From an optimization exercise on the open Yosys and OpenROAD flow, aimed at small area and a short achievable clock period; shortcuts taken in it are not production practice.
The RTL was checked by simulation tests, not by an equivalence proof against the original design.

==> job 5803 <==
Design g_poker_core, start of the top module:
module g_poker_core (
	clock,
	reset_c,
	bet_c,
	betup_c,
	betdw_c,
	start_c,
	hold_c0,
	hold_c1,
	hold_c2,
	hold_c3,
	hold_c4,
	draw_c,
	double_c,
	high_c,
	low_c,
	suit_c,
	hand_c,
	select,
	hold_o0,
	hold_o1,
	hold_o2,
	hold_o3,
	hold_o4,
	Pnum0,
	Pnum1,
	Pnum2,
	Pnum3,
	Pnum4,
	suit0,
	suit1,
	suit2,
	suit3,
	suit4,
	nnum0,
	nnum1,
	nnum2,
	nnum3,
	nnum4,
	nsuit0,
	nsuit1,
	nsuit2,
	nsuit3,
	nsuit4,
	hand_r,
	Dnum0,
	Dnum1,
	highlow,
	highlow_ro,
	wager_b,
	mih_b
);
==> flow/config.mk <==
export PLATFORM = sky130hd
export DESIGN_NAME = g_poker_core
export DESIGN_NICKNAME = g_poker_core
export VERILOG_FILES = /design/flow/design.v
export SDC_FILE = /design/flow/constraint.sdc
export NUM_CORES = 8
export LEC_CHECK = 0
export ABC_AREA = 1
export CAP_MARGIN = 20
export CORE_MARGIN = 2
export CORE_UTILIZATION = 50
export SLEW_MARGIN = 20
==> flow/constraint.sdc <==
create_clock -name core_clock -period 14.0 [get_ports {clock}]
set_input_delay 2.8000 -clock core_clock [delete_from_list [all_inputs] [get_ports {clock}]]
set_output_delay 2.8000 -clock core_clock [all_outputs]
set_load 0.01 [all_outputs]
standard.sh (not shown) runs the stock make flow with config.mk's settings and CLKGATE_MAP_FILE= SYNTH_SCRIPT=/design/flow/synth_recipe.tcl, a recipe that flattens the netlist after the stock synthesis.
==> flow/flow/run.sh <==
#!/bin/bash
set -euo pipefail
bash standard.sh ADDER_MAP_FILE= SETUP_SLACK_MARGIN=9.6 \
  "BUFFER_PORTS_ARGS=-buffer_cell sky130_fd_sc_hd__buf_4" finish > standard.log 2>&1
==> job 870 (differences from job 5803) <==
--- a/flow/design.v
+++ b/flow/design.v
@@ -252,19 +252,20 @@
 wire dn = (updown == 2'b10);
 wire none = ~up & ~dn;
 wire        w_ge   = ge16(wager_o, money_r);
 reg         ge_r;
 wire        w_gt10 = (wager_o > 16'd10);
 wire        m_gt10 = (money_r > 16'd10);
-wire [16:0] w_pm   = add16((ge_r & dn) ? money_r : wager_o, up ? 16'd10 : 16'hfff6, 1'b0);
+wire [16:0] w_pm   = add16(wager_o, up ? 16'd10 : 16'hfff6, 1'b0);   
+wire [15:0] m_m10  = add16(money_r, 16'hfff6, 1'b0);
 wire [15:0] kd     = up ? 16'hfff6 : (dn & w_gt10) ? 16'd10 : 16'd0;
 wire [15:0] x_k    = add3x16(money_r, ~wager_o, kd, 1'b1);   
 wire        ge_up  = ge16(w_pm[15:0], money_r);
 wire        ge_mv  = ge_r & ~none;
 wire        cut    = none & w_ge;
-wire [15:0] wager_mv = ge_mv ? ((dn & m_gt10) ? w_pm[15:0] : money_r) :
+wire [15:0] wager_mv = ge_mv ? ((dn & m_gt10) ? m_m10 : money_r) :
                        (up | (dn & w_gt10)) ? w_pm[15:0] : wager_o;
 wire [15:0] mih_d_mv = ge_mv ? ((dn & m_gt10) ? 16'd10 : 16'd0) : x_k;
 always @* begin
 	wager_n = cut ? money_r : wager_mv;
 	mih_d_n = cut ? 16'd0 : mih_d_mv;
 end
==> flow/flow/run.sh (replaced) <==
#!/bin/bash
set -euo pipefail
bash standard.sh ADDER_MAP_FILE= SETUP_SLACK_MARGIN=9.3 \
  "BUFFER_PORTS_ARGS=-buffer_cell sky130_fd_sc_hd__buf_4" finish > standard.log 2>&1
==> job 3435 (differences from job 5803) <==
--- a/flow/design.v
+++ b/flow/design.v
@@ -163,22 +163,22 @@
 always @(posedge clock or negedge reset_c) begin
 	if (~reset_c) begin
 		cur <= S0;
 		sel_r <= 4'b0;
 		hold_r <= 5'b0;
 		hl_r <= 2'b0;
-		updown <= 2'b0;
 	end
 	else begin
 		cur <= cur_n;
 		sel_r <= sel_n;
 		hold_r <= hold_n;
 		hl_r <= hl_n;
-		updown <= updown_n;
 	end
 end
+always @(posedge clock)
+	updown <= updown_n;
 assign select = sel_r;
 assign {hold_o4, hold_o3, hold_o2, hold_o1, hold_o0} = hold_r;
 assign highlow = hl_r;
 reg [15:0] wager_o;
 reg [15:0] mih_d;
 reg [15:0] money_r;
@@ -269,21 +269,17 @@
 	mih_d_n = cut ? 16'd0 : mih_d_mv;
 end
 wire ge_n = w_ge ? ~(dn & m_gt10) : (up & ge_up);
 always @(posedge clock)
 	ge_r <= ge_n;
 always @(posedge clock or negedge reset_c) begin
-	if (~reset_c) begin
-		wager_o <= 16'd10;
-		mih_d <= 16'd990;
-	end
-	else if (bet_s) begin
-		wager_o <= wager_n;
-		mih_d <= mih_d_n;
-	end
+	if (~reset_c) wager_o <= 16'd10;
+	else if (bet_s) wager_o <= wager_n;
 end
+always @(posedge clock)
+	if (bet_s) mih_d <= mih_d_n;
 reg  [3:0] hand_q;
 reg  [7:0] ps;
 reg  [2:0] dbl;
 wire [15:0] w = wager_o;
 wire [15:0] t1 = ({16{ps[0]}} & w) |
                  ({16{ps[1]}} & {w[14:0], 1'b0}) |
==> flow/flow/run.sh (replaced) <==
#!/bin/bash
set -euo pipefail
bash standard.sh ADDER_MAP_FILE= SETUP_SLACK_MARGIN=9.6 \
  "BUFFER_PORTS_ARGS=-buffer_cell sky130_fd_sc_hd__buf_1" finish > standard.log 2>&1
==> job 9329 (differences from job 5803) <==
--- a/flow/design.v
+++ b/flow/design.v
@@ -244,36 +244,32 @@
 	begin
 		s = x ^ y ^ z;
 		c = (x & y) | (x & z) | (y & z);
 		add3x16 = add16(s, {c[14:0], 1'b0}, ci);
 	end
 endfunction
-reg  [15:0] wager_n, mih_d_n;
-wire up = (updown == 2'b01);
-wire dn = (updown == 2'b10);
-wire none = ~up & ~dn;
 wire        w_ge   = ge16(wager_o, money_r);
-reg         ge_r;
 wire        w_gt10 = (wager_o > 16'd10);
 wire        m_gt10 = (money_r > 16'd10);
-wire [16:0] w_pm   = add16((ge_r & dn) ? money_r : wager_o, up ? 16'd10 : 16'hfff6, 1'b0);
-wire [15:0] kd     = up ? 16'hfff6 : (dn & w_gt10) ? 16'd10 : 16'd0;
-wire [15:0] x_k    = add3x16(money_r, ~wager_o, kd, 1'b1);   
-wire        ge_up  = ge16(w_pm[15:0], money_r);
-wire        ge_mv  = ge_r & ~none;
-wire        cut    = none & w_ge;
-wire [15:0] wager_mv = ge_mv ? ((dn & m_gt10) ? w_pm[15:0] : money_r) :
-                       (up | (dn & w_gt10)) ? w_pm[15:0] : wager_o;
-wire [15:0] mih_d_mv = ge_mv ? ((dn & m_gt10) ? 16'd10 : 16'd0) : x_k;
+wire [16:0] w_up   = add16(wager_o, 16'd10, 1'b0);
+wire [15:0] w_m10  = add16(wager_o, 16'hfff5, 1'b1);
+wire [15:0] m_m10  = add16(money_r, 16'hfff5, 1'b1);
+wire [15:0] x0     = add16(money_r, ~wager_o, 1'b1);
+wire [15:0] x_m10  = add3x16(money_r, ~wager_o, 16'hfff6, 1'b1);
+wire [15:0] x_p10  = add3x16(money_r, ~wager_o, 16'd10, 1'b1);
+reg  [15:0] wager_n, mih_d_n;
+wire up = (updown == 2'b01);
+wire dn = (updown == 2'b10);
+wire [15:0] wager_ge = (dn & m_gt10) ? m_m10 : money_r;
+wire [15:0] mih_d_ge = (dn & m_gt10) ? 16'd10 : 16'd0;
+wire [15:0] wager_lt = up ? w_up[15:0] : (dn & w_gt10) ? w_m10 : wager_o;
+wire [15:0] mih_d_lt = up ? x_m10 : (dn & w_gt10) ? x_p10 : x0;
 always @* begin
-	wager_n = cut ? money_r : wager_mv;
-	mih_d_n = cut ? 16'd0 : mih_d_mv;
+	wager_n = w_ge ? wager_ge : wager_lt;
+	mih_d_n = w_ge ? mih_d_ge : mih_d_lt;
 end
-wire ge_n = w_ge ? ~(dn & m_gt10) : (up & ge_up);
-always @(posedge clock)
-	ge_r <= ge_n;
 always @(posedge clock or negedge reset_c) begin
 	if (~reset_c) begin
 		wager_o <= 16'd10;
 		mih_d <= 16'd990;
 	end
 	else if (bet_s) begin
@@ -548,16 +544,16 @@
 		dec10[15:12] = d[15:12] - {3'd0, b2};
 	end
 endfunction
 reg [15:0] wd_r, hd_r, wd_n;
 wire [15:0] money_d = disp(money_r);
 wire [15:0] wd_ge = (dn & m_gt10) ? dec10(hd_r) : hd_r;
-wire [15:0] wd_lt = up ? (w_pm[16] ? {12'd0, w_pm[3:0]} : inc10(wd_r)) :
+wire [15:0] wd_lt = up ? (w_up[16] ? {12'd0, w_up[3:0]} : inc10(wd_r)) :
                     (dn & w_gt10) ? dec10(wd_r) : wd_r;
-wire [15:0] wd_mv = ge_mv ? wd_ge : wd_lt;
-always @* wd_n = cut ? money_d : wd_mv;
+wire [15:0] wd_mv = w_ge ? wd_ge : wd_lt;
+always @* wd_n = (w_ge & ~up & ~dn) ? money_d : wd_mv;
 always @(posedge clock or negedge reset_c) begin
 	if (~reset_c) begin
 		wd_r <= 16'h0010;
 		hd_r <= 16'h1000;
 	end
 	else if (bet_s) begin
==> flow/flow/run.sh (replaced) <==
#!/bin/bash
set -euo pipefail
bash standard.sh ADDER_MAP_FILE= SETUP_SLACK_MARGIN=9.3 \
  "BUFFER_PORTS_ARGS=-buffer_cell sky130_fd_sc_hd__buf_4" finish > standard.log 2>&1
==> impl_metrics.csv <==
group,metric,value,unit
status,outcome,"timing/DRC/antenna clean",
placement,place.detailed.instances,4348,
global_route,met3_usage,5.52,%
yosys,ys_top_cells_by_count,"1025 x sky130_fd_sc_hd__nand2_1, 448 x sky130_fd_sc_hd__inv_1, 390 x sky130_fd_sc_hd__nor2_1",
setup_path,reg2reg_depth,22,
clock_network,cts_resized,6,
(the above is from job 5803)
==> impl_metrics.csv <==
group,metric,value,unit
global_route,antenna_found_initial,2,
floorplanning,overall_die_height,225,um
yosys,post-synth-top-count-cell,"sky130_fd_sc_hd__nand2_1",
yosys,ys_top_cells_by_count,"1039 x sky130_fd_sc_hd__nand2_1, 481 x sky130_fd_sc_hd__inv_1, 418 x sky130_fd_sc_hd__nor2_1",
clock_network,cts_resized,0,
status,outcome,"timing/DRC/antenna clean",
timing,hold_viol_final,0,
setup_path,reg2reg_depth,14,
placement,place.detailed.instances,4494,
global_route,met3_usage,5.04,%
(the above is from job 9329)
==> impl_metrics.csv <==
group,metric,value,unit
status,outcome,"timing/DRC/antenna clean",
setup_path,crit_path_end,"mih_d[13]",
setup_path,cp.buffers_inverters,1,
timing,min_period,4.26,ns
placement,place.detailed.instances,4435,
setup_path,reg2reg_depth,20,
yosys,ys_top_cells_by_count,"1019 x sky130_fd_sc_hd__nand2_1, 474 x sky130_fd_sc_hd__inv_1, 400 x sky130_fd_sc_hd__nor2_1",
global_route,met3_usage,5.89,%
drt,ant_nets,0,
clock_network,cts_resized,0,
(the above is from job 870)
==> impl_metrics.csv <==
group,metric,value,unit
placement,place.detailed.instances,4406,
setup_path,reg2reg_depth,21,
clock_network,cts_resized,12,
global_route,met3_usage,4.23,%
status,outcome,"timing/DRC/antenna clean",
yosys,ys_top_cells_by_count,"1010 x sky130_fd_sc_hd__nand2_1, 469 x sky130_fd_sc_hd__inv_1, 375 x sky130_fd_sc_hd__nor2_1",
(the above is from job 3435)

-- static timing again, ports no longer ideal --
In the flow no input, the clock included, has a driving cell. The finished layouts below were timed again as built, in two steps. Step 1 (the two cells are an assumption about what drives the block):
set clk [get_ports {clock}]
set_driving_cell -lib_cell sky130_fd_sc_hd__clkbuf_16 $clk
set_driving_cell -lib_cell sky130_fd_sc_hd__buf_2 [delete_from_list [all_inputs] $clk]
Step 2, shift: input delay + t, output delay - t, t = (earliest + latest rising clock arrival at the registers) / 2. This alone moves slack from input paths to output paths. Three values: no drivers, after step 1, after step 2; two values: the first two.
| run | t (ns) | setup WS [ns] | worst register clock-pin slew, ns | worst data-port slew with drivers (ns) |
|---|---|---|---|---|
| job 5803 | 0.611 | 9.839 / 9.780 / 9.459 | 0.06 / 0.06 | 0.10 |
| job 870 | 0.623 | 9.739 / 9.739 / 9.593 | 0.06 / 0.06 | 0.08 |
| job 3435 | 0.615 | 9.817 / 9.763 / 9.311 | 0.06 / 0.06 | 0.04 |
| job 9329 | 0.625 | 9.512 / 9.512 / 9.283 | 0.07 / 0.07 | 0.09 |
After both steps every run listed still meets setup and hold. The setup slack of job 3435, which loses most, moves by -0.054 ns with the drivers and by -0.506 ns with both steps. The worst setup slack also covers recovery checks on asynchronous resets.
